Source: an optimization exercise on an open RTL-to-GDS flow (aim: small area, a short achievable clock period and few clock cycles). Production flows keep margins and buffers that such runs may drop. RTL that was checked went through simulation tests only; none was proved equivalent to the original. Power figures rest on the tool's default switching activity, not on a simulated workload.

Design p18240_core, start of the top module:
module p18240_core (
  input  logic        clock,
  input  logic        reset_L,
  output logic [15:0] mem_addr,
  output logic [15:0] mem_wdata,
  output logic        mem_re,
  output logic        mem_we,
  input  logic [15:0] mem_rdata,
  output logic        halted);
Settings: LEC_CHECK=0, CAP_MARGIN=20, CORE_MARGIN=2, CORE_UTILIZATION=40, CTS_CLUSTER_DIAMETER=60, CTS_CLUSTER_SIZE=30, PLACE_DENSITY=0.6, SETUP_SLACK_MARGIN=5, SLEW_MARGIN=20; clock period 10.0 ns.
run.sh (not shown) runs the stock make flow with config.mk's settings and CLKGATE_MAP_FILE= SYNTH_SCRIPT=/design/flow/synth_recipe.tcl, a recipe that flattens the netlist after the stock synthesis.
Testbench counts at the start, summed over its fixed seeds: cycles 26,823.
Next try:
--- a/flow/design.v
+++ b/flow/design.v
@@ -42,19 +42,18 @@
   logic        fetch, taken;
   typedef struct packed {
     logic [7:0] a, b;        
     logic [2:0] ai;          
     logic one;               
     logic br;                
     logic imm;               
     logic spimm;             
     logic addsp, ldr, str, push, pop, rtn, rtnw, jsr, jsrw, stop, ldsp;
-    logic spd;               
     logic to_fw;             
     logic to_e2;             
     logic e2rd;              
     logic e2we;              
     logic wd_ra;             
     logic [2:0] cond;        
     logic wr_a;              
     logic wr_t;              
     logic cc_e1, cc_fw;      
@@ -102,23 +101,23 @@
       10'h098: begin dec.one = 1; dec.wr_a = 1; dec.cc_e1 = 1; dec.r_sr = 1;       
                      dec.r_fill = 1; end
       10'h0A0: begin dec.one = 1; dec.br = 1; dec.cond = 3'd0; end
       10'h0A8: begin dec.one = 1; dec.br = 1; dec.cond = 3'd1; end
       10'h0B0: begin dec.one = 1; dec.br = 1; dec.cond = 3'd3; end
       10'h0B8: begin dec.one = 1; dec.br = 1; dec.cond = 3'd4; end
       10'h120: begin dec.one = 1; dec.br = 1; dec.cond = 3'd2; end
       10'h0C6: begin dec.one = 1; dec.br = 1; dec.cond = 3'd5; end
       10'h0C0: begin dec.stop = 1; end
-      10'h0C4: begin dec.jsr = 1; dec.jsrw = 1; dec.to_e2 = 1; dec.spd = 1; end              
+      10'h0C4: begin dec.jsr = 1; dec.jsrw = 1; dec.to_e2 = 1; end              
       10'h0C5: begin dec.rtn = 1; dec.rtnw = 1; end                             
-      10'h0C8: begin dec.push = 1; dec.wd_ra = 1; dec.spd = 1; end                           
+      10'h0C8: begin dec.push = 1; dec.wd_ra = 1; end                           
       10'h0D0: begin dec.pop = 1; dec.to_fw = 1; dec.wr_t = 1; dec.r_movb = 1; end  
-      10'h0D8: begin dec.jsr = 1; dec.to_e2 = 1; dec.spd = 1; end                            
+      10'h0D8: begin dec.jsr = 1; dec.to_e2 = 1; end                            
       10'h0E0: begin dec.rtn = 1; end                                           
       10'h0E8: begin dec.one = 1; dec.wr_a = 1; dec.r_movb = 1; end             
       10'h0F0: begin dec.one = 1; dec.ldsp = 1; end                             
       10'h0F8: begin dec.one = 1; dec.wr_a = 1; dec.r_sp = 1; end               
       10'h100: begin dec.spimm = 1; dec.to_e2 = 1; dec.e2rd = 1;                
                      dec.wr_t = 1; dec.r_movb = 1; end
       10'h108: begin dec.spimm = 1; dec.to_e2 = 1; dec.e2we = 1;                
                      dec.wd_ra = 1; end
       10'h110: begin dec.imm = 1; dec.to_fw = 1; dec.cc_fw = 1; dec.yen = 1;    
@@ -219,22 +218,23 @@
   assign zres = c.r_sum ? zsum : (lres == 16'h0000);
   always_comb begin
     alu_c = (c.c_add & cout) | (c.c_inc & cout) | (c.c_dec & ~cout) |
             (c.c_sub & (~cout | zsum)) |
             (c.r_sl & ra[15]) | (c.r_sr & ra[0]);
     alu_v = ((c.c_add | c.c_sub) & (x[15] == y[15]) & (sum[15] != x[15])) |
             (c.c_inc & ra[15] & ~sum[15]) |
             (c.c_dec & ~ra[15] & sum[15]);
   end
-  logic [15:0] pc_inc, pc_inc2, sp_pm, sp_imm;
+  logic [15:0] pc_inc, pc_inc2, sp_inc, sp_dec, sp_imm;
   assign pc_inc  = pc + 16'd1;
   assign pc_inc2 = pc + 16'd2;
-  assign sp_pm   = sp + {{15{c.spd}}, 1'b1};    
+  assign sp_inc  = sp + 16'd1;
+  assign sp_dec  = sp - 16'd1;
   assign sp_imm  = add16(sp, mem_rdata, 1'b0);
   always_comb
     case (c.cond)
       3'd0:    taken = 1'b1;
       3'd1:    taken = cc[3];
       3'd2:    taken = cc[2];
       3'd3:    taken = cc[1];
       3'd4:    taken = cc[0];
       default: taken = off[2] & off[1];
@@ -266,35 +266,35 @@
       as_spd <= 1'b0;
       as_t   <= st_e1 & c.to_e2 & ~c.jsr;    
     end
   always_comb begin
     mem_addr = ({16{as_pc | (as_br & taken)}} & pc)
              | ({16{as_br & ~taken}}          & pc_inc)
              | ({16{as_ra}}                   & ra)
              | ({16{as_rb}}                   & rb)
              | ({16{as_sp}}                   & sp)
-             | ({16{as_spd}}                  & sp_pm)
+             | ({16{as_spd}}                  & sp_dec)
              | ({16{as_t}}                    & t);
     mem_wdata = c.wd_ra ? ra : (c.jsr ? pc_inc : rb);
   end
   assign rf_we = (st_e1 & c.wr_a) | (st_fw & c.wr_t);
   always_comb begin
     if (fetch)
       pc_n = skip ? pc_inc2 : pc_inc;
     else if (st_e1 & (c.imm | c.spimm | c.addsp))
       pc_n = pc_inc;
     else if ((st_e1 & (c.rtn | btaken)) | (st_e2 & c.jsr))
       pc_n = mem_rdata;
     else
       pc_n = pc;
     if (st_e1 & c.addsp)               sp_n = sp_imm;
-    else if (st_e1 & (c.pop | c.rtn))  sp_n = sp_pm;
-    else if (st_e1 & (c.push | c.jsr)) sp_n = sp_pm;
+    else if (st_e1 & (c.pop | c.rtn))  sp_n = sp_inc;
+    else if (st_e1 & (c.push | c.jsr)) sp_n = sp_dec;
     else if (st_e1 & c.ldsp)           sp_n = ra;
     else                               sp_n = sp;
     if (st_e1 & c.spimm)               t_n = sp_imm;
     else if ((st_e1 & (c.imm | c.ldr | c.pop)) | (st_e2 & c.e2rd))
                                        t_n = mem_rdata;
     else                               t_n = t;
   end
   assign halted = halt_q;
   always_ff @(posedge clock or negedge reset_L)
Outcome: Non-clock buffer count grows by 15. Maximum frequency climbs by 2.0%. Critical path depth drops by 2. Utilization fell by 0.18 points. Clock power went up by about 4%. Cell area barely changes. Power rises by 1.5%. Setup slack gains 0.10 ns. Die area rises by about 0.9%. Count of clock-buffer cells in the layout climbs by 2. Wire length rises by about 14%.
Testbench counts after the change, summed over its fixed seeds: cycles 26,823.

RTL: one of the versions met above, not the one the previous note started from.
Size in the first run: about 53 I/O pins, ~29,000 sq um of cells after synthesis.
export LEC_CHECK = 0
export ABC_CLOCK_PERIOD_IN_PS = 4000
export CAP_MARGIN = 20
export CORE_MARGIN = 2
export CORE_UTILIZATION = 40
export PLACE_DENSITY = 0.6
export SETUP_SLACK_MARGIN = 5
export SLEW_MARGIN = 20
create_clock -name core_clock -period 10.0 [get_ports {clock}]
The first run ran to the end with no violations.
Testbench counts at the start, summed over its fixed seeds: cycles 26,823.
Rerun with:
--- a/flow/design.v
+++ b/flow/design.v
@@ -240,45 +240,25 @@
       default: taken = off[2] & off[1];
     endcase
   logic btaken, skip;
   assign btaken = c.br & taken;
   assign skip   = st_e1 & c.br;              
   assign fetch  = st_fw | (st_f & (~pend | aligned)) | (st_e1 & c.one & ~btaken);
   assign mem_we = (st_e1 & (c.str | c.push | c.jsr)) | (st_e2 & c.e2we);
   assign mem_re = ~mem_we & ~(st_e1 & c.stop) & ~(st_f & pend & ~aligned);
-  logic as_pc, as_br, as_ra, as_rb, as_sp, as_spd, as_t;
-  always_ff @(posedge clock or negedge reset_L)
-    if (~reset_L)
-      {as_pc, as_br, as_ra, as_rb, as_sp, as_spd, as_t} <= 7'b1000000;
-    else if (fetch) begin
-      as_pc  <= ~(dec.br | dec.str | dec.ldr | dec.pop | dec.rtn | dec.push | dec.jsr);
-      as_br  <= dec.br;
-      as_ra  <= dec.str;
-      as_rb  <= dec.ldr;
-      as_sp  <= dec.pop | dec.rtn;
-      as_spd <= dec.push | dec.jsr;
-      as_t   <= 1'b0;
-    end else begin
-      as_pc  <= ~(st_e1 & c.to_e2 & ~c.jsr);
-      as_br  <= 1'b0;
-      as_ra  <= 1'b0;
-      as_rb  <= 1'b0;
-      as_sp  <= 1'b0;
-      as_spd <= 1'b0;
-      as_t   <= st_e1 & c.to_e2 & ~c.jsr;    
-    end
   always_comb begin
-    mem_addr = ({16{as_pc | (as_br & taken)}} & pc)
-             | ({16{as_br & ~taken}}          & pc_inc)
-             | ({16{as_ra}}                   & ra)
-             | ({16{as_rb}}                   & rb)
-             | ({16{as_sp}}                   & sp)
-             | ({16{as_spd}}                  & sp_dec)
-             | ({16{as_t}}                    & t);
+    mem_addr = ({16{st_f | st_fw | (st_e1 & (c.one & ~c.br | c.imm | c.spimm | c.addsp | btaken))
+                    | (st_e2 & c.jsr)}} & pc)
+             | ({16{st_e1 & c.br & ~taken}}        & pc_inc)
+             | ({16{st_e1 & c.str}}                & ra)
+             | ({16{st_e1 & c.ldr}}                & rb)
+             | ({16{st_e1 & (c.pop | c.rtn)}}      & sp)
+             | ({16{st_e1 & (c.push | c.jsr)}}     & sp_dec)
+             | ({16{st_e2 & ~c.jsr}}               & t);
     mem_wdata = c.wd_ra ? ra : (c.jsr ? pc_inc : rb);
   end
   assign rf_we = (st_e1 & c.wr_a) | (st_fw & c.wr_t);
   always_comb begin
     if (fetch)
       pc_n = skip ? pc_inc2 : pc_inc;
     else if (st_e1 & (c.imm | c.spimm | c.addsp))
       pc_n = pc_inc;
After rerunning:
- sequential power stays flat
- via count drops by a few percent
- combinational power drops by a few percent
- sequential cell count drops by 7
- die area drops slightly
- routed wire length drops by a few percent
Testbench counts after the change, summed over its fixed seeds: cycles 26,823.

== P ==
p18240_core, a different RTL version from the one above (not shown whole).
Size: ~2900 cells after synthesis, about 710 flip-flops, about 53 I/O pins, about 30000 µm² of cells after synthesis.
export LEC_CHECK = 0
export ABC_CLOCK_PERIOD_IN_PS = 4000
export CAP_MARGIN = 20
export CORE_MARGIN = 2
export CORE_UTILIZATION = 40
export PLACE_DENSITY = 0.6
export SLEW_MARGIN = 20
create_clock -name core_clock -period 10.0 [get_ports {clock}]
standard.sh (not shown) runs the stock make flow with config.mk's settings and CLKGATE_MAP_FILE= SYNTH_SCRIPT=/design/flow/synth_recipe.tcl, a recipe that flattens the netlist after the stock synthesis.
==> flow/flow/run.sh <==
#!/bin/bash
set -euo pipefail
bash standard.sh SETUP_SLACK_MARGIN=6.5 finish > standard.log 2>&1
P: no failed stages, no open violations at the end
diff inputs: P => Q
--- a/flow/design.v
+++ b/flow/design.v
@@ -221,17 +221,16 @@
             (c.c_sub & (~cout | zsum)) |
             (c.r_sl & ra[15]) | (c.r_sr & ra[0]);
     alu_v = ((c.c_add | c.c_sub) & (x[15] == y[15]) & (sum[15] != x[15])) |
             (c.c_inc & ra[15] & ~sum[15]) |
             (c.c_dec & ~ra[15] & sum[15]);
   end
-  logic [15:0] pc_inc, pc_inc2, sp_inc, sp_dec, sp_imm;
+  logic [15:0] pc_inc, pc_inc2, sp_pm, sp_imm;
   assign pc_inc  = pc + 16'd1;
   assign pc_inc2 = pc + 16'd2;
-  assign sp_inc  = sp + 16'd1;
-  assign sp_dec  = sp - 16'd1;
+  assign sp_pm   = sp + ((c.push | c.jsr) ? 16'hFFFF : 16'h0001);   
   assign sp_imm  = add16(sp, mem_rdata, 1'b0);
   always_comb
     case (c.cond)
       3'd0:    taken = 1'b1;
       3'd1:    taken = cc[3];
       3'd2:    taken = cc[2];
@@ -252,13 +251,13 @@
   always_comb
     mem_addr = ({16{st_f | st_fw | (st_e1 & (c.one & ~c.br | c.imm | c.spimm | c.addsp | btaken))
                     | (st_e2 & c.jsr)}} & pc)
              | ({16{st_e1 & c.br & ~taken}}        & pc_inc)
              | ({16{st_e1 & (c.str | c.ldr)}}      & ma)
              | ({16{st_e1 & (c.pop | c.rtn)}}      & sp)
-             | ({16{st_e1 & (c.push | c.jsr)}}     & sp_dec)
+             | ({16{st_e1 & (c.push | c.jsr)}}     & sp_pm)
              | ({16{st_e2 & ~c.jsr}}               & t);
   assign mem_wdata = wd;
   always_ff @(posedge clock) begin
     if (fetch & dec.ldr & fwd_b)       ma <= t;
     else if (st_a)                     ma <= c.ldr ? rb : ra;
     if (fetch & dec.jsr)               wd <= pc_n + 16'd1;        
@@ -273,14 +272,14 @@
       pc_n = pc_inc;
     else if ((st_e1 & (c.rtn | btaken)) | (st_e2 & c.jsr))
       pc_n = mem_rdata;
     else
       pc_n = pc;
     if (st_e1 & c.addsp)               sp_n = sp_imm;
-    else if (st_e1 & (c.pop | c.rtn))  sp_n = sp_inc;
-    else if (st_e1 & (c.push | c.jsr)) sp_n = sp_dec;
+    else if (st_e1 & (c.pop | c.rtn))  sp_n = sp_pm;
+    else if (st_e1 & (c.push | c.jsr)) sp_n = sp_pm;
     else if (st_e1 & c.ldsp)           sp_n = ra;
     else                               sp_n = sp;
     if (st_e1 & c.spimm)               t_n = sp_imm;
     else if ((st_e1 & (c.imm | c.ldr | c.pop)) | (st_e2 & c.e2rd))
                                        t_n = mem_rdata;
     else                               t_n = t;
Notes after the runs:
P completed end to end with timing, DRC and antenna clean. Q: full flow OK, the timing, DRC and antenna checks passed. Per the comparison of Q with P, worst hold slack rose by 6.5 ps, final routed wirelength across all metal layers rose by 2.5%, post-DP HPWL rose by 5.4%. STATUS worst slew slack as a fraction of its limit: Q loses against P. Worst setup slack (higher): P. Changes observed in Q relative to P: detailed-route vias per instance higher; count of inverters other than clock inverters in the layout fell by about 10%; area occupied by registers held. Of the two values seen for source of the critical timing path, sp[1]$_DFFE_PN0P_ was produced by P and c[36]$_DFFE_PN_ by Q. Initial antenna violation count up 3 in Q wrt P. P → Q: shortest clock period the worst path allows after layout +250 ps, placer's final routability congestion estimate grew by 0.86%, post-route clock period utilization moved up, die outline height level. Non-clock buffer count (Q over P): decrease, 68.
No functional check of the RTL was part of any run of this note.

static timing again, ports no longer ideal:
No port has a modelled driver above. Below, the same layouts with a new extraction and two added sets of constraints.
Step 1 assumes that a clkbuf_16 drives the clock port and a buf_2 every other input.
Step 2 moves the port delays by t, midway between the first and last clock arrival at a register: inputs arrive t later, outputs are due t later. That takes back most of the time a late clock gives input paths.
Three values: ideal, step 1, step 2; two values: the first two.
| run | t (ns) | setup slack, ns | hold slack, ns |
|---|---|---|---|
| the first run of note 1 | 0.676 | 4.804 / 4.738 / 4.566 | 0.304 / 0.304 / 0.304 |
| the second run of note 1 | 0.682 | 4.905 / 4.837 / 4.576 | 0.320 / 0.320 / 0.320 |
| the first run of note 2 | 0.685 | 4.945 / 4.874 / 4.627 | 0.315 / 0.315 / 0.315 |
| the second run of note 2 | 0.669 | 4.770 / 4.706 / 4.797 | 0.313 / 0.313 / 0.313 |
| P | 0.689 | 4.982 / 4.907 / 5.526 | 0.311 / 0.311 / 0.311 |
| Q | 0.696 | 4.730 / 4.665 / 5.361 | 0.318 / 0.318 / 0.318 |
After both steps setup and hold are still met in every run listed. The setup slack of the second run of note 1, which loses most, moves by -0.068 ns with the drivers and by -0.329 ns with both steps.
